Context: an optimization exercise on an open-source flow, tuned for small area. The choices shown serve that exercise and are no tape-out recipe. The RTL was checked by simulation tests, not by an equivalence proof against the original design. Power is estimated from default activity; no workload was simulated.

==> design/flow/design.v <==
module error_correction # (
    parameter puf_sig_length     = 256,
    parameter ipid_N             = 16
)
(
    input                                clk,
    input                                rst_n,
    input        [1:0]                   pcm_instruction,
    input        [puf_sig_length-1:0]    pcm_puf_in,
    input                                pcm_puf_in_valid,
    input        [$clog2(ipid_N)-1:0]    pcm_ipid_number,
    output logic [puf_sig_length-1:0]    pcm_puf_out,
    output logic                         pcm_puf_out_valid,
    output logic                         pcm_S_c  
);
localparam NW = puf_sig_length/16;
localparam NB = 6*NW;
localparam [1:0] IDLE = 2'd0, PROVISION_ID = 2'd1, CORRECT_SIG = 2'd2;
logic [1:0] state_r;
wire correcting = (state_r == CORRECT_SIG);
wire ncorrecting = ~(state_r == CORRECT_SIG);
wire wen = (state_r == PROVISION_ID) && pcm_puf_in_valid;
wire [ipid_N-1:0] rsel, we, nwe;
genvar k, j;
generate
    for (k = 0; k < ipid_N; k++) begin : sel
        assign rsel[k] = (pcm_ipid_number == k);
        assign we[k]   = wen & rsel[k];
        assign nwe[k]  = ~(wen & rsel[k]);
    end
endgenerate
wire [NB-1:0] wchk;
logic [NB-1:0] parity_bits [0:ipid_N-1];
wire  [NB-1:0] parity_next [0:ipid_N-1];
generate
    for (k = 0; k < ipid_N; k++) begin : st
        ec_hold #(.W(NB)) u_hold (.q(parity_bits[k]), .w(wchk), .we(we[k]), .nwe(nwe[k]), .d(parity_next[k]));
        always @(posedge clk) parity_bits[k] <= parity_next[k];
    end
endgenerate
wire [NB-1:0] rd_n;
ec_read #(.W(NB)) u_read (
    .v0(parity_bits[0]), .v1(parity_bits[1]), .v2(parity_bits[2]), .v3(parity_bits[3]),
    .v4(parity_bits[4]), .v5(parity_bits[5]), .v6(parity_bits[6]), .v7(parity_bits[7]),
    .v8(parity_bits[8]), .v9(parity_bits[9]), .v10(parity_bits[10]), .v11(parity_bits[11]),
    .v12(parity_bits[12]), .v13(parity_bits[13]), .v14(parity_bits[14]), .v15(parity_bits[15]),
    .sel(pcm_ipid_number), .y_n(rd_n));
wire [puf_sig_length-1:0] out_next;
generate
    for (j = 0; j < NW; j++) begin : w
        ec_word u_word (.s(pcm_puf_in[16*j +: 16]), .rd_n(rd_n[6*j +: 6]), .en(correcting), .nen(ncorrecting),
                        .q(pcm_puf_out[16*j +: 16]), .wchk(wchk[6*j +: 6]), .q_next(out_next[16*j +: 16]));
    end
endgenerate
always @(posedge clk, negedge rst_n) begin
    if (~rst_n) begin
        state_r <= IDLE;
        pcm_puf_out_valid <= 0;
        pcm_puf_out <= 0;
        pcm_S_c <= 0;
    end
    else begin
        pcm_puf_out <= out_next;
        case (state_r)
            IDLE : begin
                pcm_S_c <= 0;
                pcm_puf_out_valid <= 0;
                if (pcm_instruction == 2'd1) state_r <= PROVISION_ID;
                else if (pcm_instruction == 2'd2) state_r <= CORRECT_SIG;
            end
            PROVISION_ID : begin
                if (pcm_puf_in_valid) begin
                    pcm_S_c <= 1;
                    if (pcm_instruction == 2'd0) begin
                        state_r <= IDLE;
                        pcm_S_c <= 0;
                    end
                end
            end
            CORRECT_SIG : begin
                pcm_puf_out_valid <= 1;
                if (pcm_instruction == 2'd0) state_r <= IDLE;
            end
            default : ;
        endcase
    end
end
endmodule
module ec_hold #(parameter W = 96) (
    input  [W-1:0] q,
    input  [W-1:0] w,
    input          we,
    input          nwe,
    output [W-1:0] d
);
assign d = (q & {W{nwe}}) | (w & {W{we}});
endmodule
module ec_read #(parameter W = 96) (
    input  [W-1:0] v0, v1, v2, v3, v4, v5, v6, v7, v8, v9, v10, v11, v12, v13, v14, v15,
    input  [3:0]   sel,
    output [W-1:0] y_n
);
wire [15:0] dec_n;    
genvar k;
generate
    for (k = 0; k < 16; k++) begin : d
        assign dec_n[k] = ~(sel == k);
    end
endgenerate
assign y_n = ~((v0 | {W{dec_n[0]}}) & (v1 | {W{dec_n[1]}}) & (v2 | {W{dec_n[2]}}) & (v3 | {W{dec_n[3]}}) &
               (v4 | {W{dec_n[4]}}) & (v5 | {W{dec_n[5]}}) & (v6 | {W{dec_n[6]}}) & (v7 | {W{dec_n[7]}}) &
               (v8 | {W{dec_n[8]}}) & (v9 | {W{dec_n[9]}}) & (v10 | {W{dec_n[10]}}) & (v11 | {W{dec_n[11]}}) &
               (v12 | {W{dec_n[12]}}) & (v13 | {W{dec_n[13]}}) & (v14 | {W{dec_n[14]}}) & (v15 | {W{dec_n[15]}}));
endmodule
module ec_word (
    input  [15:0] s,
    input  [5:0]  rd_n,
    input         en,
    input         nen,    
    input  [15:0] q,
    output [5:0]  wchk,
    output [15:0] q_next
);
wire [47:0] x;
wire       par3;    
assign x[15:0] = s;
ec_xor u_x0 (.a(x[13]), .b(x[15]), .y(x[16]));
ec_xor u_x1 (.a(x[10]), .b(x[14]), .y(x[17]));
ec_xor u_x2 (.a(x[9]), .b(x[11]), .y(x[18]));
ec_xor u_x3 (.a(x[12]), .b(x[18]), .y(x[19]));
ec_xor u_x4 (.a(x[1]), .b(x[16]), .y(x[20]));
ec_xor u_x5 (.a(x[0]), .b(x[19]), .y(x[21]));
ec_xor u_x6 (.a(x[17]), .b(x[21]), .y(x[22]));
ec_xor u_x7 (.a(x[5]), .b(x[6]), .y(x[23]));
ec_xor u_x8 (.a(x[3]), .b(x[8]), .y(x[24]));
ec_xor u_x9 (.a(x[4]), .b(x[23]), .y(x[25]));
ec_xor u_x10 (.a(x[7]), .b(x[14]), .y(x[26]));
ec_xor u_x11 (.a(x[3]), .b(x[22]), .y(x[27]));
ec_xor u_x12 (.a(x[4]), .b(x[20]), .y(x[28]));
ec_xor u_x13 (.a(x[9]), .b(x[24]), .y(x[29]));
ec_xor u_x14 (.a(x[2]), .b(x[27]), .y(x[30]));
ec_xor u_x15 (.a(x[2]), .b(x[26]), .y(x[31]));
assign wchk[3] = x[28] ^ x[30];
ec_xor u_x17 (.a(x[15]), .b(x[25]), .y(x[33]));
ec_xor u_x18 (.a(x[16]), .b(x[29]), .y(x[34]));
ec_xor u_x19 (.a(x[0]), .b(x[29]), .y(x[35]));
ec_xor u_x20 (.a(x[6]), .b(x[34]), .y(x[36]));
ec_xor u_x21 (.a(x[8]), .b(x[17]), .y(x[37]));
ec_xor u_x22 (.a(x[5]), .b(x[18]), .y(x[38]));
ec_xor u_x23 (.a(x[7]), .b(x[28]), .y(x[39]));
assign wchk[1] = x[37] ^ x[39];
assign wchk[4] = x[12] ^ x[36];
ec_xor u_x26 (.a(x[31]), .b(x[35]), .y(x[42]));
assign par3 = x[20] ^ x[30];
ec_xor u_x28 (.a(x[1]), .b(x[42]), .y(x[44]));
assign wchk[0] = x[31] ^ x[38];
assign wchk[5] = x[33] ^ x[44];
assign wchk[2] = x[22] ^ x[33];
wire [5:0] syn_n = {wchk[5:4], par3, wchk[2:0]} ^ rd_n;    
ec_dec u_dec (.syn_n(syn_n), .s(s), .q(q), .en(en), .nen(nen), .q_next(q_next));
endmodule
module ec_dec (
    input  [5:0]  syn_n,    
    input  [15:0] s,
    input  [15:0] q,
    input         en,
    input         nen,    
    output [15:0] q_next
);
localparam [6*16-1:0] COL = {
    6'b111110, 6'b101111, 6'b011010, 6'b011100, 6'b001101, 6'b001110, 6'b111101, 6'b110010,
    6'b100011, 6'b110100, 6'b100101, 6'b100110, 6'b111000, 6'b101001, 6'b101010, 6'b101100};
wire [5:0] syn = ~syn_n;
wire [3:0] pa_n, pb_n, pc_n;
genvar i;
generate
    for (i = 0; i < 4; i++) begin : p
        assign pa_n[i] = ~(syn[1:0] == i);
        assign pb_n[i] = ~(syn[3:2] == i);
        assign pc_n[i] = ~(syn[5:4] == i);
    end
    for (i = 0; i < 16; i++) begin : b
        ec_obit u_bit (.s(s[i]), .a_n(pa_n[COL[6*i +: 2]]), .b_n(pb_n[COL[6*i+2 +: 2]]), .c_n(pc_n[COL[6*i+4 +: 2]]),
                       .q(q[i]), .en(en), .nen(nen), .q_next(q_next[i]));
    end
endgenerate
endmodule
module ec_obit (
    input  s,
    input  a_n,
    input  b_n,
    input  c_n,
    input  q,
    input  en,
    input  nen,    
    output q_next
);
wire x = s ^ ~(a_n | b_n | c_n);
assign q_next = (q & nen) | (x & en);
endmodule
module ec_xor (
    input  a,
    input  b,
    output y
);
assign y = a ^ b;
endmodule
==> design/flow/flow/run.sh <==
#!/bin/bash
# The standard layout (standard.sh), with three changes:
#  - synthesis maps the logic with an area-oriented ABC script (flow/area.abc);
#    everything else in synthesis, and so every register, is as in synth_recipe.tcl
#  - the port buffers use the smallest buffer cell
#  - CTS uses small clock buffers and no dummy loads
# Each tool's output is in flow_make.log here and in orfs/logs/.
set -euo pipefail
here=$(pwd)
{
  echo '# synth_recipe.tcl with the ABC script replaced'
  echo 'proc abc {args} {'
  echo '  set i [lsearch -exact $args -script]'
  echo "  if { \$i >= 0 } { set args [lreplace \$args [expr {\$i + 1}] [expr {\$i + 1}] $here/flow/area.abc] }"
  echo '  yosys abc {*}$args'
  echo '}'
  cat synth_recipe.tcl
} > my_synth.tcl
sed -e "s#SYNTH_SCRIPT=[^ ]*#SYNTH_SCRIPT=$here/my_synth.tcl#" standard.sh > my_standard.sh
grep -q "SYNTH_SCRIPT=$here/my_synth.tcl" my_standard.sh
export BUFFER_PORTS_ARGS="-buffer_cell sky130_fd_sc_hd__buf_1"
export CTS_ARGS="-sink_clustering_enable -repair_clock_nets -buf_list sky130_fd_sc_hd__clkbuf_4 -sink_clustering_size 9 -sink_clustering_max_diameter 40 -dont_use_dummy_load"
bash my_standard.sh > flow_make.log 2>&1
==> design/flow/flow/area.abc <==
strash
&get -n
&fraig -x
&put
dc2
strash
&get -n
&dch -f
&nf -R 1000 -p
&put
==> design/flow/standard.sh <==
#!/bin/bash
# synth_recipe.tcl (not shown) runs the flow's synth.tcl, then flattens the netlist and writes it again
# the make line also repeats each setting of config.mk as NAME=value (left out here)
make -C /OpenROAD-flow-scripts/flow DESIGN_CONFIG=/design/flow/config.mk WORK_HOME=/design/flow/orfs CLKGATE_MAP_FILE= SYNTH_SCRIPT=/design/flow/synth_recipe.tcl "${@:-finish}"
==> design/flow/config.mk <==
export PLATFORM = sky130hd
export DESIGN_NAME = error_correction
export DESIGN_NICKNAME = error_correction
export VERILOG_FILES = /design/flow/design.v
export SDC_FILE = /design/flow/constraint.sdc
export NUM_CORES = 4
export LEC_CHECK = 0
export CAP_MARGIN = 20
export CORE_MARGIN = 2
export CORE_UTILIZATION = 72
export PLACE_DENSITY = 0.8
export SLEW_MARGIN = 20
export SYNTH_HIERARCHICAL = 1
export SYNTH_MINIMUM_KEEP_SIZE = 0
==> design/flow/constraint.sdc <==
create_clock -name core_clock -period 5.0 [get_ports {clk}]
set_input_delay 1.0000 -clock core_clock [delete_from_list [all_inputs] [get_ports {clk}]]
set_output_delay 1.0000 -clock core_clock [all_outputs]
set_load 0.01 [all_outputs]
==> impl_metrics.tcl, run 1 <==
set metrics [dict create \
    outcome "complete, no violations" \
    die_width_um 315 \
    crit_path_start_kind "register" \
    slew_viol_final 0 \
    syn_to_final_growth_pct 12.0 \
    cts_resized 0 \
    min_period_over_period_pct 75.9 \
    antenna_left 0 \
    cts.reportedPaths.clkPinSlew_ns 0.10 \
    post_cts_buffers 0 \
    track_usage_pct 47.8 \
    arrival_ns 4.94 \
    syn_nets 6575 \
    layout_common_cells "1,536 x a22o_1, 1,536 x dfxtp_1, 769 x o22ai_1" \
    drive_gt1_share_pct 7.44 \
    finalHoldViolations 0 \
    min_from "pcm_puf_in[11]" \
    antenna_found_initial 10 \
    yosys_warnings 9 \
    nets 7582 \
    setup_violations 0 \
    syn_area_um2 69700 \
    clk_latency_ns 1.27 \
    drt_iter0_drc 9755 \
    p_leak_nw 32.5 \
    tns_ns 0 \
    fillerInstances 6330 \
    rsz0062_at_grt "false" \
    endpoint_kind "register" \
    peakVddDrop_v 0.000443 \
    place_congestion 0.950 \
    cts_root_buffer "clkbuf_4" \
    rr_startpoint "state_r[1]$_DFFE_PN0P_" \
    routed_via_density 7.59 \
    cts_tree "built" \
    fin_ws_ns 1.20 \
    ys_seq_elements 1796 \
    dieArea_um2 99300 \
    fin_crit_ns 3.80 \
    place_ws_ns 0.494 \
    drc 0 \
    dpl.hpwl_mm 139 \
    power.total_mw 44.7 \
    placed_cells_incl_taps 8353 \
    grt_pass1_vias 63169 \
    wl_per_cell_um 28.8 \
    final_cells 8600 \
    overflow 0 \
    fmax_mhz 263 \
    die_h_um 315 \
    hold_depth 3 \
    regToRegEndpoint "parity_bits[9][1]$_DFF_P_" \
    hold_class "in -> reg" \
    critical_path_required_ns 6.14 \
    grt_max_degree 114 \
    grt_pass1_wl_mm 371 \
    path_max_fanout 59 \
    cts_htree_levels 4 \
    synth-seq-area-share_pct 53.4 \
    ys_types 25 \
    numCtsBuffers 231 \
    portBuffers 522 \
    cts_sinks 1796 \
    num_vias 65234 \
    hold_buffers 1 \
    io_pins 523 \
    start_util_pct 72.4 \
    seq_area_um2 37300 \
    fin_skew_ns 0.143 \
    avgSynthCellArea_um2 11.1 \
    power.density_nw_per_um2 572 \
    worstMarginPinSlew_ns 1.29 \
    synthCells 6304 \
    wl_mm 248 \
    holdPathEnd "pcm_puf_out[11]$_DFF_PN0_" \
    r2r_slack_ns 1.20 \
    path_class "reg -> reg" \
    critPathMaxStageDelay_ns 0.84 \
    reg2reg_depth 8 \
    cts_buffer_depth 3 \
    row_count 114 \
    max_slew_margin_pct 14.3 \
    critPathSlowestCell "inv_6" \
    multi_input_area_um2 32800 \
    crit_chain "clkinv_1, ha_1, nand2_1, nor2_1, nand2_8, inv_6, buf_12, a22o_1" \
    core_um2 96300 \
    first_pass_iters 6 \
    drv_cap 0 \
]
==> worst max path at each step <==
stage                                start                        end  slack [ns]  cells after the start
floorplan                 pcm_puf_in_valid  parity_bits[5][0]$_DFF_P_       -0.52                      5
global placement        pcm_ipid_number[3]  pcm_puf_out[72]$_DFF_PN0_        0.52                     14
detailed placement      pcm_ipid_number[3]  pcm_puf_out[65]$_DFF_PN0_        0.49                     14
CTS                 state_r[1]$_DFFE_PN0P_  parity_bits[9][1]$_DFF_P_        1.38                      8
global route            pcm_ipid_number[3]  pcm_puf_out[79]$_DFF_PN0_        1.21                     14
finish              state_r[1]$_DFFE_PN0P_  parity_bits[9][1]$_DFF_P_        1.20                      8
==> sequential cells by signal, indices dropped and copies added (netlist names) <==
register	cells
pcm_S_c	1
pcm_puf_out_valid	1
state_r	2
parity_bits	1536
pcm_puf_out	256
==> critical path: cells and delay by family (launching register included) <==
family                     cells  cell delay [ns]
and+or+nand+nor                3             1.50
buffers and inverters          3             1.31
DFF                            1             0.43
adders and majority gates      1             0.26
AOI/OAI and AO/OA              1             0.18
==> modules after synthesis (local to each module, per instance), excerpt <==
module	copies in the design	cells	cell area, um^2
ec_dec	16	12	67.6
ec_obit	256	4	22.5
ec_word	16	13	114
ec_xor	400	1	8.76
error_correction	1	1866	37600
==> synth_stat cells, drive strengths merged <==
library cell / number / area [um^2]
xor2: 576 / 5040
nand4b: 1 / 8.76
nand2b: 98 / 613
nand2: 166 / 623
nand4: 1 / 6.26
o22ai: 769 / 4810
a22o: 1536 / 13500
a21oi: 256 / 1280
nor4: 192 / 1200
nand3: 11 / 55.1
nor3: 258 / 1290
or2: 48 / 300
nand3b: 1 / 7.51
dfxtp: 1536 / 30700
a21o: 257 / 1930
nor2: 7 / 26.3
o211ai: 1 / 7.51
nor2b: 8 / 50.1
xnor2: 32 / 280
o21ai: 259 / 1300
clkinv: 23 / 86.3
dfrtp: 260 / 6510
or3: 1 / 6.26
ha: 6 / 75.1
nor3b: 1 / 7.51
==> routing by layer <==
metal | wire (um) | vias to the layer above | track usage, %
li1 | - | 27319 | -
met1 | 88700 | 30763 | 61.7
met2 | 106000 | 5678 | 71.5
met3 | 36800 | 1470 | 13.8
met4 | 16500 | 4 | 28.4
met5 | 21 | - | 0
==> logic make-up after synthesis <==
family	synth area share [%]
and+or+nand+nor	6.02
AOI/OAI and AO/OA	32.7
xor gates and xnor gates	7.64
buffers and inverters	0.124
adders and majority gates	0.108
DFF	53.4
==> power breakdown <==
part	switching, mW	total, mW	internal (mW)
clock network	4.64	6.75	2.10
registers	2.93	22.2	19.3
logic	8.69	15.7	7.01
total	16.3	44.7	28.4
==> through the flow <==
stage               util (%)  hold slack [ns]  instance area, um^2
global placement        79.2            0.459                76300
detailed placement      79.2            0.466                76300
finish                  81.1           0.0978                78100
floorplan                  -            0.456                69800
CTS                     81.0           0.0917                78000
global route            81.1            0.160                78000
==> area by class of cell <==
type,count,area share (%)
clock buffers,231,2.22
inverters,23,0.223
flip-flops and latches,1796,47.7
multi-input cells,4485,42.0
repair buffers,774,5.73
well taps,1276,2.05
diodes,15,0.0481
==> run 2: changes to the inputs <==
==> design/flow/config.mk (replaced) <==
export PLATFORM = sky130hd
export DESIGN_NAME = error_correction
export DESIGN_NICKNAME = error_correction
export VERILOG_FILES = /design/flow/design.v
export SDC_FILE = /design/flow/constraint.sdc
export NUM_CORES = 4
export LEC_CHECK = 0
export CAP_MARGIN = 0
export CORE_MARGIN = 2
export CORE_UTILIZATION = 65
export PLACE_DENSITY = 0.75
export SLEW_MARGIN = 0
export SYNTH_HIERARCHICAL = 1
export SYNTH_MINIMUM_KEEP_SIZE = 0
==> impl_metrics.tcl, run 2 <==
set metrics [dict create \
    outcome "complete, no violations" \
    grt_pass1_vias 61484 \
    largest-register "parity_bits" \
    power.density_nw_per_um2 569 \
    critPathSlowestCell "inv_6" \
    r2r_slack_ns 1.35 \
    first_pass_iters 8 \
    synth-seq-area-share_pct 53.4 \
    dpl.hpwl_mm 137 \
    slew_viol_final 0 \
    crit_chain "clkinv_1, ha_1, nand2_1, nor2_1, nand2_8, inv_6, buf_4, a22o_1" \
    track_usage_pct 42.8 \
    avgSynthCellArea_um2 11.1 \
    core_um2 107000 \
    fin_crit_ns 3.65 \
    endpoint_kind "register" \
    fin_skew_ns 0.111 \
    crit_path_start_kind "register" \
    synth_common_cells "1,536 x a22o_1, 1,536 x dfxtp_1, 769 x o22ai_1" \
    drt_iter0_drc 7727 \
    cts_htree_levels 4 \
    io_pins 523 \
    yosys_most_used_dff "dfxtp_1" \
    max_slew_margin_pct 17.2 \
    clk_latency_ns 1.25 \
    antenna_found_initial 4 \
    power_frac_seq_pct 49.6 \
    syn_nets 6575 \
    cts_sinks 1796 \
    wl_mm 246 \
    synth_top_area_cell "dfxtp_1" \
    cts_root_buffer "clkbuf_4" \
    critical_path_required_ns 6.12 \
    rsz0062_at_grt "false" \
    row_count 120 \
    syn_to_final_growth_pct 12.2 \
    ys_seq_elements 1796 \
    arrival_ns 4.77 \
    critPathMaxStageDelay_ns 0.78 \
    fmax_mhz 274 \
    drive_gt1_share_pct 7.53 \
    path_max_fanout 60 \
    ys_types 25 \
    hold_class "in -> reg" \
    dieArea_um2 110000 \
    fin_hold_ws_ns 0.137 \
    min_period_over_period_pct 73.0 \
    p_int_mw 28.4 \
    finalHoldViolations 0 \
    die_width_um 332 \
    power_frac_comb_pct 35.1 \
    fin_area_um2 78200 \
    nets 7590 \
    synth_top_cell_area_share_pct 44.1 \
    start_util_pct 65.3 \
    syn_area_um2 69700 \
    worstMarginPinSlew_ns 1.24 \
    largest_registers "parity_bits x1536, pcm_puf_out x256, state_r x2" \
    ys_async_sr_fraction_pct 14.5 \
    p_leak_nw 32.6 \
    dpl_cell_area_um2 76400 \
    cts_tree "built" \
    drv_cap 0 \
    largest_register_ff_count 1536 \
    drc 0 \
    grt_pass1_wl_mm 370 \
    power.share.clock_pct 15.3 \
    antenna_left 0 \
    place_congestion 0.937 \
    path_class "reg -> reg" \
    grt_max_degree 129 \
    numCtsBuffers 235 \
    final_core_util_pct 73.3 \
    overflow 0 \
    cts_resized 0 \
    tns_ns 0 \
    die_h_um 332 \
    setup_violations 0 \
    cts.reportedPaths.clkPinSlew_ns 0.10 \
    ys_top_cells_by_area "dfxtp_1 44%, a22o_1 19%, dfrtp_1 9.3%, xor2_1 7.2%, o22ai_1 6.9%" \
    peakVddDrop_v 0.000437 \
    portBuffers 522 \
    synthCells 6304 \
    p_sw_mw 16.0 \
    yosys_warnings 9 \
    cts_buffer_depth 3 \
    layout_common_cells "1,536 x a22o_1, 1,536 x dfxtp_1, 769 x o22ai_1" \
    sw_frac_of_total_pct 36.0 \
    routed_via_density 7.27 \
    num_vias 63420 \
    synth_edf_count 0 \
    wl_per_cell_um 28.3 \
]
[run 2: cell types whose count changed in the layout (fill, tap and decap cells not counted), sizes merged]
cell    before  now
clkbuf     232  236
buf        772  776
diode       15    2
[run 2: worst max-delay path: cells and delay by family (launching register included)]
family	cells	cell delay [ns]
AOI/OAI and AO/OA	1	0.19
and+or+nand+nor	3	1.35
adders and majority gates	1	0.21
DFF	1	0.44
buffers and inverters	3	1.33
[run 2: final cells by class]
class | count | area (um^2)
antenna | 2 | 5.00
clock buffer | 235 | 1760
fill | 8051 | 28500
inverter | 23 | 174
multi-input combinational | 4485 | 32800
sequential | 1796 | 37300
tap | 1403 | 1760
timing repair buffer | 778 | 4490
[run 2: modules after synthesis, one instance, submodules excluded, excerpt]
module | flip-flops and latches | copies in the design | cells inside | area, um^2
ec_word | 0 | 16 | 13 | 114
error_correction | 1796 | 1 | 1866 | 37600
ec_xor | 0 | 400 | 1 | 8.76
ec_obit | 0 | 256 | 4 | 22.5
ec_dec | 0 | 16 | 12 | 67.6
[run 2: cell families after synthesis]
group / after synthesis / synth area share (%)
XOR/XNOR: 608 / 7.64
flip-flops: 1796 / 53.4
buffers and inverters: 23 / 0.124
AO/OA/AOI/OAI: 3078 / 32.7
adder cells (fa/ha/maj): 6 / 0.108
AND/OR/NAND/NOR: 793 / 6.02
[run 2: path summary, 6_finish.rpt]
path,start,endpoint,cells past startpoint
setup / recovery,state_r[1]$_DFFE_PN0P_,parity_bits[1][22]$_DFF_P_,8
hold / removal,pcm_puf_in[93],pcm_puf_out[93]$_DFF_PN0_,3
setup reg to reg,state_r[1]$_DFFE_PN0P_,parity_bits[1][22]$_DFF_P_,8
hold reg to reg,pcm_puf_out[15]$_DFF_PN0_,pcm_puf_out[15]$_DFF_PN0_,1
max in group asynchronous,rst_n,pcm_puf_out[13]$_DFF_PN0_,3
min in group asynchronous,rst_n,pcm_puf_out[205]$_DFF_PN0_,2
[run 2: stage by stage]
stage / instances / total power [mW] / worst slack (ns)
finish: 8722 / 44.5 / 1.35
CTS: 8719 / 44.0 / 1.47
floorplan: 6304 / 32.5 / -0.519
global placement: 8483 / 36.8 / 0.437
detailed placement: 8483 / 37.4 / 0.406
global route: 8722 / 46.7 / 1.27
[run 2: power by group through the flow]
stage	Clock (mW)	Sequential, mW	Combinational, mW
6_report	6.81	22.1	15.6
5_1_grt	7.38	22.5	16.7
4_1_cts	6.81	21.9	15.3
3_5_place_dp	0	22.2	15.2
3_3_place_gp	0	22.0	14.8
2_1_floorplan	0	22.0	10.5
[run 2: per-layer routing]
layer / wire (um) / vias up / GRT usage [%]
met3: 30600 / 870 / 10.3
met2: 109000 / 4590 / 66.9
met4: 10100 / 4 / 17.3
li1: - / 27304 / -
met5: 24 / - / 0
met1: 96600 / 30652 / 57.2
[run 2: what timing repair did]
item	4_1_cts	5_1_grt
hold buffers	1	0
setup buffers	0	0
hold endpoints to repair	39	0
==> run 3: changes to the inputs <==
--- a/design/flow/flow/run.sh
+++ b/design/flow/flow/run.sh
@@ -4,6 +4,8 @@
 #    everything else in synthesis, and so every register, is as in synth_recipe.tcl
 #  - the port buffers use the smallest buffer cell
 #  - CTS uses small clock buffers and no dummy loads
+#  - no setup repair at floorplan (the netlist has no buffers to remove), and global route
+#    downsizes gates that have positive slack (RECOVER_POWER)
 # Each tool's output is in flow_make.log here and in orfs/logs/.
 set -euo pipefail
 here=$(pwd)
@@ -20,4 +22,6 @@
 grep -q "SYNTH_SCRIPT=$here/my_synth.tcl" my_standard.sh
 export BUFFER_PORTS_ARGS="-buffer_cell sky130_fd_sc_hd__buf_1"
 export CTS_ARGS="-sink_clustering_enable -repair_clock_nets -buf_list sky130_fd_sc_hd__clkbuf_4 -sink_clustering_size 9 -sink_clustering_max_diameter 40 -dont_use_dummy_load"
+export REMOVE_ABC_BUFFERS=1
+export RECOVER_POWER=100
 bash my_standard.sh > flow_make.log 2>&1
--- a/design/flow/config.mk
+++ b/design/flow/config.mk
@@ -5,10 +5,10 @@
 export SDC_FILE = /design/flow/constraint.sdc
 export NUM_CORES = 4
 export LEC_CHECK = 0
-export CAP_MARGIN = 0
+export CAP_MARGIN = 20
 export CORE_MARGIN = 2
 export CORE_UTILIZATION = 65
 export PLACE_DENSITY = 0.75
-export SLEW_MARGIN = 0
+export SLEW_MARGIN = 20
 export SYNTH_HIERARCHICAL = 1
 export SYNTH_MINIMUM_KEEP_SIZE = 0
==> impl_metrics.tcl, run 3 <==
set metrics [dict create \
    outcome "failed layout checks" \
    violations "max-capacitance violations, max-slew violations" \
    row_count 120 \
    grt_pass1_vias 61460 \
    path_class "reg -> reg" \
    largest-register "parity_bits" \
    fin_ws_ns 0.500 \
    yosys_warnings 9 \
    layout_common_cells "1,536 x a22o_1, 1,536 x dfxtp_1, 769 x o22ai_1" \
    wl_per_cell_um 28.4 \
    place_ws_ns 0.389 \
    antenna_left 0 \
    num_vias 63593 \
    yosys_most_used_dff "dfxtp_1" \
    ys_seq_elements 1796 \
    largest_register_ff_count 1536 \
    fin_crit_ns 4.50 \
    setup_violations 0 \
    cts_htree_levels 4 \
    dpl.hpwl_mm 138 \
    max_slew_margin_pct -144 \
    place_congestion 0.922 \
    cts_buffer_depth 3 \
    cts_sinks 1796 \
    min_period_over_period_pct 90.0 \
    numCtsBuffers 234 \
    fin_hold_ws_ns 0.124 \
    ys_types 25 \
    die_h_um 332 \
    routed_via_density 7.28 \
    portBuffers 522 \
    worstMarginPinSlew_ns 3.66 \
    wl_mm 248 \
    avgSynthCellArea_um2 11.1 \
    power.share.clock_pct 15.3 \
    drive_gt1_share_pct 7.14 \
    p_int_mw 28.4 \
    drv_cap 17 \
    drc 0 \
    sw_frac_of_total_pct 36.1 \
    synth_common_cells "1,536 x a22o_1, 1,536 x dfxtp_1, 769 x o22ai_1" \
    die_width_um 332 \
    rsz0062_at_grt "false" \
    cts_tree "built" \
    first_pass_iters 8 \
    path_max_fanout 55 \
    power_frac_comb_pct 34.9 \
    syn_area_um2 69700 \
    fin_skew_ns 0.0993 \
    slew_viol_final 945 \
    placed_cells_incl_taps 8492 \
    synth-seq-area-share_pct 53.4 \
    start_util_pct 65.3 \
    cts.reportedPaths.clkPinSlew_ns 0.10 \
    power_frac_seq_pct 49.8 \
    antenna_found_initial 7 \
    dieArea_um2 110000 \
    peakVddDrop_v 0.000330 \
    rr_startpoint "state_r[1]$_DFFE_PN0P_" \
    endpoint_kind "register" \
    p_leak_nw 32.5 \
    nets 7597 \
    seq_area_um2 37300 \
    synth_edf_count 0 \
    p_sw_mw 16.0 \
    synthCells 6304 \
    io_pins 523 \
    ys_top_cells_by_area "dfxtp_1 44%, a22o_1 19%, dfrtp_1 9.3%, xor2_1 7.2%, o22ai_1 6.9%" \
    multi_input_area_um2 32600 \
    finalHoldViolations 0 \
    track_usage_pct 43.0 \
    min_from "pcm_puf_in[107]" \
    clk_latency_ns 1.26 \
    overflow 0 \
    drt_iter0_drc 8106 \
    largest_registers "parity_bits x1536, pcm_puf_out x256, state_r x2" \
    grt_max_degree 130 \
    core_um2 107000 \
    final_core_util_pct 73.1 \
    cts_root_buffer "clkbuf_4" \
    synth_top_cell_area_share_pct 44.1 \
    critical_path_required_ns 6.05 \
    synth_top_area_cell "dfxtp_1" \
    final_cells 8738 \
    arrival_ns 5.56 \
    power.total_mw 44.4 \
    ys_async_sr_fraction_pct 14.5 \
    crit_path_start_kind "register" \
    syn_to_final_growth_pct 12.0 \
    fmax_mhz 222 \
    hold_class "in -> reg" \
    fillerInstances 8094 \
    grt_pass1_wl_mm 371 \
    power.density_nw_per_um2 569 \
    crit_start "state_r[1]$_DFFE_PN0P_" \
]
==> run 3: cell counts after synthesis <==
Identical to the previous run, type by type.
==> run 3: kinds of logic after synthesis <==
kind of cell | count (synthesis) | share of synthesized area (%)
compound gates | 3078 | 32.7
flops | 1796 | 53.4
simple gates | 793 | 6.02
xor+xnor | 608 | 7.64
buf+inv | 23 | 0.124
fa+ha+maj | 6 | 0.108
==> run 3: through the flow <==
stage          instance area [um^2]  setup TNS, ns
3_3_place_gp                  76400              0
4_1_cts                       78200              0
6_report                      78100              0
5_1_grt                       78100              0
2_1_floorplan                 69700       -2055.57
3_5_place_dp                  76400              0
==> run 3: per-module statistics from Yosys (local to each module, per instance), a selection <==
module / flip-flops and latches / cells inside / area [um^2] / copies in the design
error_correction: 1796 / 1866 / 37600 / 1
ec_word: 0 / 13 / 114 / 16
ec_xor: 0 / 1 / 8.76 / 400
ec_obit: 0 / 4 / 22.5 / 256
ec_dec: 0 / 12 / 67.6 / 16
==> run 3: worst paths after layout <==
kind,endpoint,slack (ns),cells past startpoint
worst max-delay path,parity_bits[13][40]$_DFF_P_,0.50,8
worst min-delay path,pcm_puf_out[107]$_DFF_PN0_,0.12,3
worst max register to register,parity_bits[13][40]$_DFF_P_,0.50,8
worst min register to register,pcm_puf_out[157]$_DFF_PN0_,0.48,1
max in group asynchronous,pcm_puf_out[120]$_DFF_PN0_,1.32,2
min in group asynchronous,pcm_puf_out[116]$_DFF_PN0_,1.60,2
==> run 3: layout make-up <==
type	instances	area share, %
well taps	1403	2.25
flip-flops and latches	1796	47.7
multi-input cells	4485	41.8
repair buffers	786	5.74
clock buffers	234	2.25
inverters	23	0.205
diodes	11	0.0353
==> run 3: routing by layer <==
layer	global-route usage (%)	vias to the layer above	share of wire, %
met5	0	-	0.0052
met4	20.5	2	5.0
met3	10.8	1043	12
met2	66.0	4628	44
met1	57.1	30578	39
li1	-	27342	-
==> run 3: repair_timing <==
action / 4_1_cts / 5_1_grt
hold buffers: 1 / 0
buffers inserted: 0 / 0
hold endpoints to repair: 48 / 0
resized for setup: 0 / 0
==> run 3: power groups by stage <==
stage / logic [mW] / clock network (mW) / registers (mW)
after floorplan: 10.5 / 0 / 22.0
after global placement: 14.8 / 0 / 22.1
after detailed placement: 15.2 / 0 / 22.2
after CTS: 15.2 / 6.77 / 21.9
after global routing: 16.7 / 7.33 / 22.6
final: 15.5 / 6.79 / 22.1
==> run 3: worst max-delay path, stage by stage (launching register included) <==
cell and delay (ns):
dfrtp_1 0.43, clkinv_1 0.14, ha_1 0.28, nand2_1 0.31
nor2_1 0.22, nand3_4 0.16, clkinvlp_4 1.48, clkbuf_1 0.89
a22o_1 0.39
==> run 4: changes to the inputs <==
--- a/design/flow/flow/run.sh
+++ b/design/flow/flow/run.sh
@@ -6,6 +6,8 @@
 #  - CTS uses small clock buffers and no dummy loads
 #  - no setup repair at floorplan (the netlist has no buffers to remove), and global route
 #    downsizes gates that have positive slack (RECOVER_POWER)
+#  - timing-driven global placement does not keep its early buffering (GPL_KEEP_OVERFLOW=0);
+#    the resizer step after placement buffers the nets instead
 # Each tool's output is in flow_make.log here and in orfs/logs/.
 set -euo pipefail
 here=$(pwd)
@@ -24,4 +26,5 @@
 export CTS_ARGS="-sink_clustering_enable -repair_clock_nets -buf_list sky130_fd_sc_hd__clkbuf_4 -sink_clustering_size 9 -sink_clustering_max_diameter 40 -dont_use_dummy_load"
 export REMOVE_ABC_BUFFERS=1
 export RECOVER_POWER=100
+export GPL_KEEP_OVERFLOW=0
 bash my_standard.sh > flow_make.log 2>&1
==> impl_metrics.tcl, run 4 <==
set metrics [dict create \
    outcome "failed layout checks" \
    violations "max-capacitance violations, max-slew violations, negative setup slack" \
    crit_start "state_r[1]$_DFFE_PN0P_" \
    max_slew_margin_pct -77.6 \
    setup_violations 1 \
    dpl.hpwl_mm 143 \
    top_layer "met5" \
    routed_via_density 7.44 \
    nets 7461 \
    hold_class "in -> reg" \
    ys_seq_elements 1796 \
    fin_area_um2 78800 \
    overflow 0 \
    placed_cells_incl_taps 8351 \
    track_usage_pct 43.6 \
    core_um2 107000 \
    fin_ws_ns -0.00793 \
    path_class "reg -> reg" \
    peakVddDrop_v 0.000458 \
    tns_ns -0.00793 \
    grt_pass1_vias 61597 \
    post_cts_buffers 0 \
    final_cells 8593 \
    finalHoldViolations 0 \
    fin_skew_ns 0.129 \
    yosys_most_used_dff "dfxtp_1" \
    num_vias 63908 \
    start_util_pct 65.3 \
    row_count 120 \
    clk_latency_ns 1.29 \
    antenna_found_initial 6 \
    synth-seq-area-share_pct 53.4 \
    dieArea_um2 110000 \
    synth_common_cells "1,536 x a22o_1, 1,536 x dfxtp_1, 769 x o22ai_1" \
    fmax_mhz 200 \
    avgSynthCellArea_um2 11.1 \
    drive_gt1_share_pct 6.87 \
    yosys_warnings 9 \
    synth_top_cell_area_share_pct 44.1 \
    die_h_um 332 \
    cts_tree "built" \
    numCtsBuffers 238 \
    p_leak_nw 32.4 \
    met1_length_mm 95.9 \
    wl_per_cell_um 29.3 \
    cts.reportedPaths.clkPinSlew_ns 0.09 \
    min_from "pcm_puf_in[189]" \
    sw_frac_of_total_pct 36.4 \
    endpoint_kind "register" \
    wl_mm 251 \
    fillerInstances 7666 \
    rsz0062_at_grt "false" \
    synthCells 6304 \
    first_pass_iters 9 \
    crit_path_start_kind "register" \
    cts_root_buffer "clkbuf_4" \
    cts_buffer_depth 3 \
    fin_crit_ns 5.01 \
    path_max_fanout 58 \
    hold_buffers 1 \
    drt_iter0_drc 8732 \
    rr_startpoint "state_r[1]$_DFFE_PN0P_" \
    worstMarginPinSlew_ns 2.66 \
    largest-register "parity_bits" \
    synth_edf_count 0 \
    synth_top_area_cell "dfxtp_1" \
    cts_sinks 1796 \
    largest_register_ff_count 1536 \
    io_pins 523 \
    dpl_cell_area_um2 77200 \
    antenna_left 0 \
    met2_length_mm 109 \
    ys_async_sr_fraction_pct 14.5 \
    p_sw_mw 16.1 \
    power_frac_seq_pct 49.9 \
    power.density_nw_per_um2 563 \
    p_int_mw 28.2 \
    power.share.clock_pct 15.5 \
    grt_max_degree 86 \
    cts_htree_levels 4 \
    ys_types 25 \
    cts_resized 0 \
    portBuffers 522 \
    syn_area_um2 69700 \
    drc 0 \
    slew_viol_final 677 \
    grt_pass1_wl_mm 377 \
    place_congestion 0.915 \
    critical_path_required_ns 6.10 \
    wl_met3_mm 33.6 \
    die_width_um 332 \
    largest_registers "parity_bits x1536, pcm_puf_out x256, state_r x2" \
    ys_top_cells_by_area "dfxtp_1 44%, a22o_1 19%, dfrtp_1 9.3%, xor2_1 7.2%, o22ai_1 6.9%" \
    min_period_over_period_pct 100 \
    syn_to_final_growth_pct 13.1 \
    final_core_util_pct 73.8 \
    arrival_ns 6.10 \
    layout_common_cells "1,536 x a22o_1, 1,536 x dfxtp_1, 769 x o22ai_1" \
    drv_cap 17 \
    power_frac_comb_pct 34.6 \
]
## run 4: cells by family after synthesis
group                    synth area share [%]
AO/OA/AOI/OAI                            32.7
XOR/XNOR                                 7.64
adder cells (fa/ha/maj)                 0.108
flip-flops                               53.4
AND/OR/NAND/NOR                          6.02
buffers and inverters                   0.124
## run 4: layout make-up
type	instances	area (um^2)	share of cell area, %
inverter	23	149	0.189
clock buffer	238	1790	2.27
timing repair buffer	646	4570	5.79
multi-input combinational	4485	33300	42.3
sequential	1796	37300	47.3
antenna	2	5.00	0.00635
tap	1403	1760	2.23
## run 4: critical path, stage by stage, from the launching register on
cell	delay, ns
dfrtp_1	0.40
clkinv_1	0.14
ha_1	0.26
nand4b_1	0.12
or3_1	1.50
buf_16	0.35
clkinvlp_4	1.05
buf_6	0.69
a22o_1	0.32
## run 4: through the flow
stage / worst slack [ns] / total power [mW] / hold slack, ns
2_1_floorplan: -4.74 / 32.5 / 0.456
3_3_place_gp: -12.12 / 36.1 / 0.459
3_5_place_dp: -0.595 / 37.1 / 0.466
4_1_cts: 0.653 / 43.8 / 0.0588
5_1_grt: 0.121 / 46.4 / 0.134
6_report: -0.00793 / 44.3 / 0.148
## run 4: path summary, 6_finish.rpt
| check | to | slack [ns] | depth (start not counted) |
|---|---|---|---|
| setup / recovery | parity_bits[4][77]$_DFF_P_ | -0.008 | 8 |
| hold / removal | pcm_puf_out[189]$_DFF_PN0_ | 0.15 | 3 |
| setup reg to reg | parity_bits[4][77]$_DFF_P_ | -0.008 | 8 |
| hold reg to reg | pcm_puf_out[125]$_DFF_PN0_ | 0.47 | 1 |
| max in group asynchronous | pcm_puf_out[18]$_DFF_PN0_ | 0.95 | 6 |
| min in group asynchronous | pcm_puf_out[72]$_DFF_PN0_ | 0.42 | 2 |
## run 4: Yosys stat by module (local to each module, per instance), a selection
module            area [um^2]  copies in the design
error_correction        37600                     1
ec_dec                   67.6                    16
ec_xor                   8.76                   400
ec_word                   114                    16
ec_obit                  22.5                   256
## run 4: power groups by stage
| stage | clock [mW] | sequential, mW | combinational, mW |
|---|---|---|---|
| 3_3_place_gp | 0 | 22.0 | 14.1 |
| 2_1_floorplan | 0 | 22.0 | 10.5 |
| 4_1_cts | 6.84 | 22.0 | 15.0 |
| 3_5_place_dp | 0 | 22.2 | 14.9 |
| 5_1_grt | 7.38 | 22.6 | 16.5 |
| 6_report | 6.86 | 22.1 | 15.4 |
## run 4: routing by layer
metal  global-route usage (%)  vias up
met2                     66.6     5059
met1                     58.0    30798
met4                     20.6        8
li1                         -    26940
met5                        0        -
met3                     11.4     1103
==> run 5: changes to the inputs <==
--- a/design/flow/flow/run.sh
+++ b/design/flow/flow/run.sh
@@ -4,8 +4,7 @@
 #    everything else in synthesis, and so every register, is as in synth_recipe.tcl
 #  - the port buffers use the smallest buffer cell
 #  - CTS uses small clock buffers and no dummy loads
-#  - no setup repair at floorplan (the netlist has no buffers to remove), and global route
-#    downsizes gates that have positive slack (RECOVER_POWER)
+#  - no setup repair at floorplan (the netlist has no buffers to remove)
 #  - timing-driven global placement does not keep its early buffering (GPL_KEEP_OVERFLOW=0);
 #    the resizer step after placement buffers the nets instead
 # Each tool's output is in flow_make.log here and in orfs/logs/.
@@ -25,6 +24,5 @@
 export BUFFER_PORTS_ARGS="-buffer_cell sky130_fd_sc_hd__buf_1"
 export CTS_ARGS="-sink_clustering_enable -repair_clock_nets -buf_list sky130_fd_sc_hd__clkbuf_4 -sink_clustering_size 9 -sink_clustering_max_diameter 40 -dont_use_dummy_load"
 export REMOVE_ABC_BUFFERS=1
-export RECOVER_POWER=100
 export GPL_KEEP_OVERFLOW=0
 bash my_standard.sh > flow_make.log 2>&1
==> impl_metrics.tcl, run 5 <==
set metrics [dict create \
    io_pins 523 \
    synth-seq-area-share_pct 53.4 \
    rr_startpoint "state_r[1]$_DFFE_PN0P_" \
    endpoint_kind "register" \
    layout_common_cells "1,536 x a22o_1, 1,536 x dfxtp_1, 769 x o22ai_1" \
    min_period_over_period_pct 92.3 \
    clk_latency_ns 1.27 \
    p_leak_nw 32.7 \
    met2_length_mm 110 \
    dpl.hpwl_mm 143 \
    slew_viol_final 0 \
    nets 7461 \
    final_cells 8593 \
    met1_length_mm 96.1 \
    cts_resized 0 \
    ys_top_cells_by_area "dfxtp_1 44%, a22o_1 19%, dfrtp_1 9.3%, xor2_1 7.2%, o22ai_1 6.9%" \
    drc 0 \
    rsz0062_at_grt "false" \
    cts.reportedPaths.clkPinSlew_ns 0.09 \
    synth_common_cells "1,536 x a22o_1, 1,536 x dfxtp_1, 769 x o22ai_1" \
    power.density_nw_per_um2 560 \
    synth_top_cell_area_share_pct 44.1 \
    cts_root_buffer "clkbuf_4" \
    row_count 120 \
    fin_skew_ns 0.134 \
    finalHoldViolations 0 \
    outcome "complete, no violations" \
    synthCells 6304 \
    top_layer "met5" \
    fin_area_um2 79200 \
    hold_class "in -> reg" \
    grt_pass1_vias 61597 \
    final_core_util_pct 74.2 \
    routed_via_density 7.42 \
    syn_to_final_growth_pct 13.6 \
    first_pass_iters 8 \
    largest-register "parity_bits" \
    fin_crit_ns 4.61 \
    worstMarginPinSlew_ns 1.13 \
    peakVddDrop_v 0.000459 \
    placed_cells_incl_taps 8351 \
    yosys_warnings 9 \
    cts_htree_levels 4 \
    ys_seq_elements 1796 \
    ys_types 25 \
    wl_met3_mm 33.3 \
    cts_buffer_depth 3 \
    ys_async_sr_fraction_pct 14.5 \
    largest_registers "parity_bits x1536, pcm_puf_out x256, state_r x2" \
    synth_top_area_cell "dfxtp_1" \
    antenna_found_initial 6 \
    min_from "pcm_puf_in[189]" \
    synth_edf_count 0 \
    grt_max_degree 86 \
    drive_gt1_share_pct 7.04 \
    wl_per_cell_um 29.3 \
    yosys_most_used_dff "dfxtp_1" \
    portBuffers 522 \
    die_width_um 332 \
    path_class "in -> reg" \
    path_max_fanout 40 \
    overflow 0 \
    place_congestion 0.915 \
    antenna_left 0 \
    cts_tree "built" \
    dieArea_um2 110000 \
    largest_register_ff_count 1536 \
    critical_path_required_ns 6.11 \
    crit_start "pcm_ipid_number[2]" \
    crit_path_start_kind "input pin" \
    cts_sinks 1796 \
    syn_area_um2 69700 \
    numCtsBuffers 238 \
    drt_iter0_drc 8982 \
    arrival_ns 5.72 \
    grt_pass1_wl_mm 377 \
    drv_cap 0 \
    dpl_cell_area_um2 77200 \
    core_um2 107000 \
    track_usage_pct 43.6 \
    max_slew_margin_pct 24.9 \
    wl_mm 252 \
    die_h_um 332 \
    setup_violations 0 \
    num_vias 63757 \
    avgSynthCellArea_um2 11.1 \
    fmax_mhz 217 \
    start_util_pct 65.3 \
]
==> run 5: area by class of cell <==
type / instances / area, um^2
diodes: 2 / 5.00
fillers: 7609 / 27600
multi-input cells: 4485 / 33400
well taps: 1403 / 1760
inverters: 23 / 171
repair buffers: 646 / 4820
clock buffers: 238 / 1790
flip-flops and latches: 1796 / 37300
==> run 5: final timing paths <==
kind                                               to  depth (start not counted)  slack, ns
min in group asynchronous   pcm_puf_out[72]$_DFF_PN0_                          2       0.28
max reg2reg                parity_bits[7][76]$_DFF_P_                         11       0.50
min                        pcm_puf_out[189]$_DFF_PN0_                          3       0.16
min reg2reg                pcm_puf_out[125]$_DFF_PN0_                          1       0.47
max in group asynchronous   pcm_puf_out[13]$_DFF_PN0_                          7       3.24
max                        pcm_puf_out[136]$_DFF_PN0_                         14       0.39
==> run 5: routing by layer <==
metal,vias up,track usage [%]
li1,26934,-
met1,30722,58.0
met2,5024,66.6
met3,1069,11.4
met4,8,20.6
met5,-,0
==> run 5: stage by stage <==
stage	power, mW	hold WS [ns]	TNS, ns	worst slack (ns)
after floorplan	32.5	0.456	-2055.57	-4.74
after global placement	36.1	0.459	-	-12.12
after detailed placement	37.1	0.466	-105.36	-0.595
after CTS	43.8	0.0588	0	0.653
after global routing	46.4	0.134	0	0.242
final	44.4	0.160	0	0.387
==> run 5: modules after synthesis (local to each module, per instance), a selection <==
module | flip-flops and latches | times used | area (um^2)
ec_obit | 0 | 256 | 22.5
error_correction | 1796 | 1 | 37600
ec_dec | 0 | 16 | 67.6
ec_xor | 0 | 400 | 8.76
ec_word | 0 | 16 | 114
==> run 5: worst max-delay path, stage by stage <==
cell and delay, ns:
buf_1 0.81, nor2_1 0.43, nand2_4 0.56, buf_16 0.35
buf_16 0.32, o22ai_1 0.13, nor4_1 0.49, nand2_1 0.15
xor2_1 0.21, or2_0 0.43, nor3_1 0.40, o21ai_0 0.13
a21oi_1 0.13, a21o_1 0.10
==> run 5: what timing repair did <==
action                                 in CTS  in global routing
hold buffers                                1                  0
buffers inserted                            0                  0
endpoints found under the hold margin      15                  0
setup endpoints to repair                   0                  0
==> run 5: cell families (layout without fill, tap and decap cells) <==
family                   count (synthesis)  count (layout)  synth area share (%)
XOR/XNOR                               608             608                  7.64
flip-flops                            1796            1796                  53.4
buffers and inverters                   23             907                 0.124
other                                    0               2                     0
adder cells (fa/ha/maj)                  6               6                 0.108
AND/OR/NAND/NOR                        793             793                  6.02
AO/OA/AOI/OAI                         3078            3078                  32.7
==> run 5: power by group <==
group | leakage, nW | switching (mW) | internal (mW)
Sequential | 15.7 | 2.84 | 19.3
Clock | 1.09 | 4.70 | 2.16
Combinational | 15.9 | 8.62 | 6.76
==> run 6: changes to the inputs <==
--- a/design/flow/flow/run.sh
+++ b/design/flow/flow/run.sh
@@ -5,8 +5,6 @@
 #  - the port buffers use the smallest buffer cell
 #  - CTS uses small clock buffers and no dummy loads
 #  - no setup repair at floorplan (the netlist has no buffers to remove)
-#  - timing-driven global placement does not keep its early buffering (GPL_KEEP_OVERFLOW=0);
-#    the resizer step after placement buffers the nets instead
 # Each tool's output is in flow_make.log here and in orfs/logs/.
 set -euo pipefail
 here=$(pwd)
@@ -24,5 +22,4 @@
 export BUFFER_PORTS_ARGS="-buffer_cell sky130_fd_sc_hd__buf_1"
 export CTS_ARGS="-sink_clustering_enable -repair_clock_nets -buf_list sky130_fd_sc_hd__clkbuf_4 -sink_clustering_size 9 -sink_clustering_max_diameter 40 -dont_use_dummy_load"
 export REMOVE_ABC_BUFFERS=1
-export GPL_KEEP_OVERFLOW=0
 bash my_standard.sh > flow_make.log 2>&1
==> impl_metrics.tcl, run 6 <==
set metrics [dict create \
    yosys_most_used_dff "dfxtp_1" \
    peakVddDrop_v 0.000330 \
    ys_top_cells_by_area "dfxtp_1 44%, a22o_1 19%, dfrtp_1 9.3%, xor2_1 7.2%, o22ai_1 6.9%" \
    die_h_um 332 \
    cts_buffer_depth 3 \
    grt_max_degree 130 \
    die_width_um 332 \
    largest-register "parity_bits" \
    fin_hold_ws_ns 0.114 \
    start_util_pct 65.3 \
    wl_mm 248 \
    syn_to_final_growth_pct 12.2 \
    drv_cap 0 \
    cts_tree "built" \
    critPathSlowestCell "buf_4" \
    met2_length_mm 108 \
    max_slew_margin_pct 11.9 \
    synth_compound_area_share_pct 32.7 \
    fin_area_um2 78200 \
    clk_latency_ns 1.27 \
    path_class "reg -> reg" \
    critPathMaxStageDelay_ns 1.05 \
    fmax_mhz 276 \
    crit_path_start_kind "register" \
    setup_violations 0 \
    ys_types 25 \
    synthSimpleGateAreaFrac_pct 6.02 \
    arrival_ns 4.75 \
    crit_chain "clkinv_1, ha_1, nand2_1, nor2_1, nand2_4, buf_4, buf_4, a22o_1" \
    dieArea_um2 110000 \
    dpl.hpwl_mm 138 \
    nets 7597 \
    place_ws_ns 0.389 \
    wl_met3_mm 30.9 \
    portBuffers 522 \
    rsz0062_at_grt "false" \
    drt_iter0_drc 8121 \
    hold_class "in -> reg" \
    first_pass_iters 5 \
    path_max_fanout 60 \
    synth-xor-area-share_pct 7.64 \
    synth_top_cell_area_share_pct 44.1 \
    overflow 0 \
    synth_top_family_by_area "compound AO/OA/AOI/OAI gates" \
    synth_common_cells "1,536 x a22o_1, 1,536 x dfxtp_1, 769 x o22ai_1" \
    power.total_mw 44.5 \
    slew_viol_final 0 \
    cts_root_buffer "clkbuf_4" \
    fin_ws_ns 1.38 \
    top_layer "met5" \
    ys_async_sr_fraction_pct 14.5 \
    yosys_warnings 9 \
    cts.reportedPaths.clkPinSlew_ns 0.10 \
    avgSynthCellArea_um2 11.1 \
    cts_htree_levels 4 \
    synth-seq-area-share_pct 53.4 \
    met1_length_mm 96.4 \
    final_core_util_pct 73.3 \
    crit_path_frequent_cell "buf_4" \
    synthAdderAreaFrac_pct 0.108 \
    worstMarginPinSlew_ns 1.32 \
    seq_area_um2 37300 \
    routed_via_density 7.28 \
    row_count 120 \
    num_vias 63615 \
    min_period_over_period_pct 72.5 \
    synthCells 6304 \
    multi_input_area_um2 32700 \
    grt_pass1_vias 61460 \
    grt_pass1_wl_mm 371 \
    dpl_cell_area_um2 76400 \
    synth_edf_count 0 \
    outcome "complete, no violations" \
    drc 0 \
    largest_register_ff_count 1536 \
    cp.buffers_inverters 3 \
    finalHoldViolations 0 \
    antenna_found_initial 7 \
    p_leak_nw 32.7 \
    drive_gt1_share_pct 7.47 \
    antenna_left 0 \
    io_pins 523 \
    numCtsBuffers 234 \
    endpoint_kind "register" \
    synth_mux_area_share_pct 0 \
    cts_resized 0 \
    fillerInstances 8054 \
    wl_per_cell_um 28.4 \
    power.density_nw_per_um2 568 \
    place_congestion 0.922 \
    layout_common_cells "1,536 x a22o_1, 1,536 x dfxtp_1, 769 x o22ai_1" \
    track_usage_pct 43.0 \
    syn_area_um2 69700 \
    synth_top_area_cell "dfxtp_1" \
    critical_path_required_ns 6.13 \
    cts_sinks 1796 \
    fin_crit_ns 3.62 \
    ys_seq_elements 1796 \
    fin_skew_ns 0.111 \
    worst_path_dominant_cell_family "buffers and inverters" \
    core_um2 107000 \
    largest_registers "parity_bits x1536, pcm_puf_out x256, state_r x2" \
]
-- run 6: cell counts after synthesis --
No cell type changed its count.
-- run 6: cell type report --
| class | count | share of cell area (%) |
|---|---|---|
| Clock buffer | 234 | 2.25 |
| Sequential cell | 1796 | 47.6 |
| Timing Repair Buffer | 786 | 5.86 |
| Multi-Input combinational cell | 4485 | 41.8 |
| Tap cell | 1403 | 2.24 |
| Inverter | 23 | 0.222 |
| Antenna cell | 12 | 0.0384 |
-- run 6: routing by layer --
layer / global-route usage (%) / vias to the layer above
li1: - / 27351
met2: 66.0 / 4671
met1: 57.1 / 30565
met5: 0 / -
met3: 10.8 / 1026
met4: 20.5 / 2
-- run 6: cells by family (layout without fill, tap and decap cells) --
group,Yosys count,in the layout
AO/OA/AOI/OAI,3078,3078
flip-flops,1796,1796
AND/OR/NAND/NOR,793,793
XOR/XNOR,608,608
buffers and inverters,23,1043
adder cells (fa/ha/maj),6,6
other,0,12
-- run 6: where the power goes --
part           switching (mW)  internal, mW  total [mW]
logic                    8.57          6.97        15.5
clock network            4.67          2.13        6.79
registers                2.83          19.3        22.1
total                    16.1          28.4        44.5
-- run 6: repair_timing --
action                                 CTS  global route
buffers inserted                         0             0
hold buffers                             1             0
endpoints found under the hold margin   48             0
-- run 6: worst paths after layout --
kind                                             from                     endpoint  slack [ns]  depth (start not counted)
max                            state_r[1]$_DFFE_PN0P_  parity_bits[10][59]$_DFF_P_        1.38                          8
min                                   pcm_puf_in[107]   pcm_puf_out[107]$_DFF_PN0_        0.11                          3
max reg2reg                    state_r[1]$_DFFE_PN0P_  parity_bits[10][59]$_DFF_P_        1.38                          8
min reg2reg                pcm_puf_out[157]$_DFF_PN0_   pcm_puf_out[157]$_DFF_PN0_        0.47                          1
max in group asynchronous                       rst_n    pcm_puf_out[12]$_DFF_PN0_        3.45                          3
min in group asynchronous                       rst_n    pcm_puf_out[35]$_DFF_PN0_        0.50                          2
-- run 6: per-module statistics from Yosys, one instance, submodules excluded, excerpt --
module	copies in the design	cell area [um^2]	flops+latches	cells inside
ec_word	16	114	0	13
error_correction	1	37600	1796	1866
ec_dec	16	67.6	0	12
ec_xor	400	8.76	0	1
ec_obit	256	22.5	0	4
-- run 6: worst register-to-register path, stage by stage, from the launching register on --
cell      delay, ns
dfrtp_1        0.43
clkinv_1       0.14
ha_1           0.29
nand2_1        0.31
nor2_1         0.22
nand2_4        0.14
buf_4          0.64
buf_4          1.06
a22o_1         0.34
-- run 6: through the flow --
step           std cells   TNS, ns
2_1_floorplan       6304  -2055.57
4_1_cts             8727         0
3_3_place_gp        8492         0
3_5_place_dp        8492         0
5_1_grt             8736         0
6_report            8739         0
==> run 7: changes to the inputs <==
--- a/design/flow/config.mk
+++ b/design/flow/config.mk
@@ -8,7 +8,7 @@
 export CAP_MARGIN = 20
 export CORE_MARGIN = 2
 export CORE_UTILIZATION = 65
-export PLACE_DENSITY = 0.75
+export PLACE_DENSITY = 0.9
 export SLEW_MARGIN = 20
 export SYNTH_HIERARCHICAL = 1
 export SYNTH_MINIMUM_KEEP_SIZE = 0
==> impl_metrics.tcl, run 7 <==
set metrics [dict create \
    drive_gt1_share_pct 7.40 \
    cts_buffer_depth 3 \
    fin_skew_ns 0.148 \
    dieArea_um2 110000 \
    ys_async_sr_fraction_pct 14.5 \
    die_h_um 332 \
    crit_path_start_kind "register" \
    arrival_ns 5.29 \
    max_slew_margin_pct 13.5 \
    cts.reportedPaths.clkPinSlew_ns 0.09 \
    p_leak_nw 32.6 \
    synth_common_cells "1,536 x a22o_1, 1,536 x dfxtp_1, 769 x o22ai_1" \
    hold_class "in -> reg" \
    track_usage_pct 42.6 \
    die_width_um 332 \
    first_pass_iters 14 \
    worst_path_dominant_cell_family "simple AND/OR/NAND/NOR gates" \
    crit_chain "clkinv_1, ha_1, nand2_1, nor3b_1, nand2_4, inv_4, buf_12, a22o_1" \
    path_max_fanout 61 \
    yosys_most_used_dff "dfxtp_1" \
    avgSynthCellArea_um2 11.1 \
    nets 7586 \
    critical_path_required_ns 6.05 \
    num_vias 65401 \
    tns_ns 0 \
    routed_via_density 7.50 \
    fmax_mhz 236 \
    fin_hold_ws_ns 0.133 \
    fin_ws_ns 0.759 \
    synth_edf_count 0 \
    io_pins 523 \
    final_cells 8722 \
    endpoint_kind "register" \
    synth-seq-area-share_pct 53.4 \
    min_period_over_period_pct 84.8 \
    dpl_cell_area_um2 76300 \
    cp.buffers_inverters 3 \
    syn_to_final_growth_pct 12.1 \
    power.density_nw_per_um2 572 \
    finalHoldViolations 0 \
    worstMarginPinSlew_ns 1.30 \
    cts_root_buffer "clkbuf_4" \
    grt_pass1_wl_mm 373 \
    overflow 0 \
    cts_sinks 1796 \
    slew_viol_final 0 \
    path_class "reg -> reg" \
    synth_top_cell_area_share_pct 44.1 \
    ys_top_cells_by_area "dfxtp_1 44%, a22o_1 19%, dfrtp_1 9.3%, xor2_1 7.2%, o22ai_1 6.9%" \
    grt_max_degree 145 \
    placed_cells_incl_taps 8481 \
    power.total_mw 44.7 \
    dpl.hpwl_mm 140 \
    outcome "complete, no violations" \
    layout_common_cells "1,536 x a22o_1, 1,536 x dfxtp_1, 769 x o22ai_1" \
    cts_tree "built" \
    fin_crit_ns 4.24 \
    ys_seq_elements 1796 \
    start_util_pct 65.3 \
    peakVddDrop_v 0.000339 \
    wl_mm 246 \
    wl_per_cell_um 28.2 \
    final_core_util_pct 73.2 \
    synthCells 6304 \
    largest_register_ff_count 1536 \
    drv_cap 0 \
    portBuffers 522 \
    clk_latency_ns 1.24 \
    numCtsBuffers 234 \
    core_um2 107000 \
    drt_iter0_drc 9320 \
    place_ws_ns 0.530 \
    antenna_found_initial 3 \
    row_count 120 \
    yosys_warnings 9 \
    critPathSlowestCell "inv_4" \
    syn_area_um2 69700 \
    largest_registers "parity_bits x1536, pcm_puf_out x256, state_r x2" \
    synth_top_area_cell "dfxtp_1" \
    rsz0062_at_grt "false" \
    cts_htree_levels 4 \
    ys_types 25 \
    grt_pass1_vias 64217 \
    antenna_left 0 \
    critPathMaxStageDelay_ns 0.85 \
    drc 0 \
    fin_area_um2 78200 \
    setup_violations 0 \
    place_congestion 0.944 \
    largest-register "parity_bits" \
]
-- run 7: final cells by class --
| class | count | area, um^2 |
|---|---|---|
| well taps | 1403 | 1760 |
| multi-input cells | 4485 | 32700 |
| repair buffers | 775 | 4540 |
| fillers | 7390 | 28600 |
| diodes | 6 | 15.0 |
| inverters | 23 | 134 |
| clock buffers | 234 | 1760 |
| flip-flops and latches | 1796 | 37300 |
-- run 7: power breakdown --
part / leakage, nW / internal, mW / total [mW] / switching, mW
Clock: 1.08 / 2.13 / 6.80 / 4.67
Sequential: 15.7 / 19.3 / 22.2 / 2.93
Combinational: 15.8 / 6.96 / 15.7 / 8.71
Total: 32.6 / 28.4 / 44.7 / 16.3
-- run 7: cell families (layout without fill, tap and decap cells) --
family	count (synthesis)	count (layout)	share of synthesized area (%)
AOI/OAI and AO/OA	3078	3078	32.7
xor gates and xnor gates	608	608	7.64
adders and majority gates	6	6	0.108
buffers and inverters	23	1032	0.124
DFF	1796	1796	53.4
other	0	6	0
and+or+nand+nor	793	793	6.02
-- run 7: path summary, 6_finish.rpt --
path	startpoint	end	slack, ns	cells after the start
setup / recovery	state_r[1]$_DFFE_PN0P_	parity_bits[6][10]$_DFF_P_	0.76	8
hold / removal	pcm_puf_in[11]	pcm_puf_out[11]$_DFF_PN0_	0.13	3
setup reg to reg	state_r[1]$_DFFE_PN0P_	parity_bits[6][10]$_DFF_P_	0.76	8
hold reg to reg	pcm_puf_out[246]$_DFF_PN0_	pcm_puf_out[246]$_DFF_PN0_	0.47	1
max in group asynchronous	rst_n	pcm_puf_out[84]$_DFF_PN0_	3.47	4
min in group asynchronous	rst_n	pcm_puf_out[125]$_DFF_PN0_	0.34	2
-- run 7: worst min-delay path: cells and delay by family --
family | cells | cell delay (ns)
AO/OA/AOI/OAI | 2 | 0.23
buffers and inverters | 1 | 0.10
-- run 7: what timing repair did --
item                                   in CTS  in global routing
setup buffers                               0                  0
endpoints found under the hold margin      34                  0
hold buffers                                1                  0
resized for setup                           0                  0
-- run 7: modules after synthesis (local to each module, per instance), excerpt --
module	copies in the design	area, um^2	flops+latches	cells
ec_dec	16	67.6	0	12
ec_obit	256	22.5	0	4
ec_word	16	114	0	13
ec_xor	400	8.76	0	1
error_correction	1	37600	1796	1866
-- run 7: per-layer routing --
metal  vias up  track usage, %  share of wire [%]
met4         0            26.7                6.5
met5         -               0                  0
met1     30780            54.4                 36
met3      1452            11.4                 14
met2      5887            64.4                 43
li1      27282               -                  -
==> run 8: changes to the inputs <==
--- a/design/flow/config.mk
+++ b/design/flow/config.mk
@@ -8,7 +8,8 @@
 export CAP_MARGIN = 20
 export CORE_MARGIN = 2
 export CORE_UTILIZATION = 65
-export PLACE_DENSITY = 0.9
+export GPL_ROUTABILITY_DRIVEN = 0
+export PLACE_DENSITY = 0.75
 export SLEW_MARGIN = 20
 export SYNTH_HIERARCHICAL = 1
 export SYNTH_MINIMUM_KEEP_SIZE = 0
==> impl_metrics.tcl, run 8 <==
set metrics [dict create \
    ys_seq_elements 1796 \
    cts_buffer_depth 3 \
    max_slew_margin_pct 16.1 \
    regToRegEndpoint "parity_bits[9][32]$_DFF_P_" \
    first_pass_iters 6 \
    track_usage_pct 43.0 \
    drv_cap 0 \
    start_util_pct 65.3 \
    post_cts_buffers 0 \
    path_class "reg -> reg" \
    tns_ns 0 \
    finalHoldViolations 0 \
    clk_latency_ns 1.22 \
    cts.reportedPaths.clkPinSlew_ns 0.10 \
    portBuffers 522 \
    numCtsBuffers 236 \
    final_core_util_pct 73.3 \
    wl_per_cell_um 28.4 \
    cts_sinks 1796 \
    ys_top_cells_by_area "dfxtp_1 44%, a22o_1 19%, dfrtp_1 9.3%, xor2_1 7.2%, o22ai_1 6.9%" \
    synth_common_cells "1,536 x a22o_1, 1,536 x dfxtp_1, 769 x o22ai_1" \
    cts_resized 0 \
    outcome "complete, no violations" \
    drt_iter0_drc 7854 \
    critical_path_required_ns 6.11 \
    crit_path_start_kind "register" \
    dieArea_um2 110000 \
    synthCells 6304 \
    grt_max_degree 182 \
    syn_to_final_growth_pct 12.2 \
    syn_area_um2 69700 \
    largest_register_ff_count 1536 \
    ys_async_sr_fraction_pct 14.5 \
    cts_tree "built" \
    power.density_nw_per_um2 568 \
    critPathMaxStageDelay_ns 0.84 \
    critPathSlowestCell "inv_6" \
    io_pins 523 \
    crit_chain "clkinv_1, ha_1, nand2_1, nor2_1, nand2_4, inv_6, buf_4, a22o_1" \
    core_um2 107000 \
    largest-register "parity_bits" \
    synth_edf_count 0 \
    yosys_most_used_dff "dfxtp_1" \
    endpoint_kind "register" \
    cp.buffers_inverters 3 \
    nets 7599 \
    slew_viol_final 0 \
    r2r_slack_ns 1.16 \
    ys_types 25 \
    rsz0062_at_grt "false" \
    largest_registers "parity_bits x1536, pcm_puf_out x256, state_r x2" \
    rr_startpoint "state_r[1]$_DFFE_PN0P_" \
    setup_violations 0 \
    reg2reg_depth 8 \
    peakVddDrop_v 0.000478 \
    path_max_fanout 61 \
    worst_path_dominant_cell_family "buffers and inverters" \
    drc 0 \
    wl_mm 248 \
    synth-seq-area-share_pct 53.4 \
    synth_top_cell_area_share_pct 44.1 \
    overflow 0 \
    synth_top_area_cell "dfxtp_1" \
    arrival_ns 4.95 \
    hold_class "in -> reg" \
    cp.depth 8 \
    cts_htree_levels 4 \
    layout_common_cells "1,536 x a22o_1, 1,536 x dfxtp_1, 769 x o22ai_1" \
    fin_crit_ns 3.84 \
    routed_via_density 7.29 \
    p_leak_nw 32.7 \
]
-- run 8: cell counts after synthesis --
No cell type changed its count.
-- run 8: worst min-delay path by stage --
stage	start	end	slack (ns)	cells after the start
floorplan	parity_bits[0][0]$_DFF_P_	parity_bits[0][0]$_DFF_P_	0.46	1
detailed placement	pcm_puf_out[201]$_DFF_PN0_	pcm_puf_out[201]$_DFF_PN0_	0.47	1
global route	pcm_puf_in[205]	pcm_puf_out[205]$_DFF_PN0_	0.15	3
global placement	pcm_puf_out[253]$_DFF_PN0_	pcm_puf_out[253]$_DFF_PN0_	0.46	1
finish	pcm_puf_in[170]	pcm_puf_out[170]$_DFF_PN0_	0.17	3
CTS	pcm_puf_in[12]	pcm_puf_out[12]$_DFF_PN0_	0.09	3
-- run 8: through the flow --
stage / hold WS, ns / area (um^2) / cells / worst slack (ns) / power (mW)
finish: 0.168 / 78200 / 8737 / 1.16 / 44.5
global route: 0.150 / 78200 / 8736 / 1.23 / 46.6
CTS: 0.0908 / 78200 / 8728 / 1.33 / 44.0
detailed placement: 0.466 / 76400 / 8491 / 0.374 / 37.4
global placement: 0.460 / 76400 / 8491 / 0.482 / 36.8
floorplan: 0.456 / 69700 / 6304 / -4.74 / 32.5
-- run 8: kinds of logic after synthesis --
group | share of synthesized area, %
xor+xnor | 7.64
flops | 53.4
fa+ha+maj | 0.108
compound gates | 32.7
buf+inv | 0.124
simple gates | 6.02
-- run 8: layout make-up --
class	instances	area [um^2]
flip-flops and latches	1796	37300
multi-input cells	4485	32700
fillers	7944	28500
repair buffers	786	4590
clock buffers	236	1770
well taps	1403	1760
inverters	23	174
diodes	8	20.0
-- run 8: what timing repair did --
item / CTS / global route
endpoints found under the hold margin: 28 / 0
hold buffers: 1 / 0
endpoints found under the setup margin: 0 / 0
-- run 8: report_power, final --
part	leakage, nW	switching, mW	internal, mW
clock	1.09	4.68	2.15
combinational	15.9	8.58	6.98
sequential	15.7	2.80	19.3
-- run 8: layer usage --
metal | up-vias | part of all wire, % | GRT usage (%)
li1 | 27337 | - | -
met1 | 30686 | 39 | 58.0
met2 | 4718 | 43 | 65.2
met3 | 955 | 13 | 11.2
met4 | 8 | 4.6 | 19.2
met5 | - | 0.11 | 0
-- run 8: worst register-to-register path, stage by stage, from the launching register on --
cell and delay, ns:
dfrtp_1 0.45, clkinv_1 0.11, ha_1 0.30, nand2_1 0.28, nor2_1 0.54, nand2_4 0.53
inv_6 0.84, buf_4 0.49, a22o_1 0.21
-- run 8: per-module statistics from Yosys (local to each module, per instance), a selection --
module | cells inside | times used | area [um^2]
error_correction | 1866 | 1 | 37600
ec_word | 13 | 16 | 114
ec_dec | 12 | 16 | 67.6
ec_obit | 4 | 256 | 22.5
ec_xor | 1 | 400 | 8.76

Setup slack of run 8, layout unchanged: 1.157 ns with ideal ports, 1.157 ns with driving cells assumed (clock clkbuf_16, inputs buf_2), 0.120 ns with port delays also shifted by the 1.256 ns mid clock arrival.
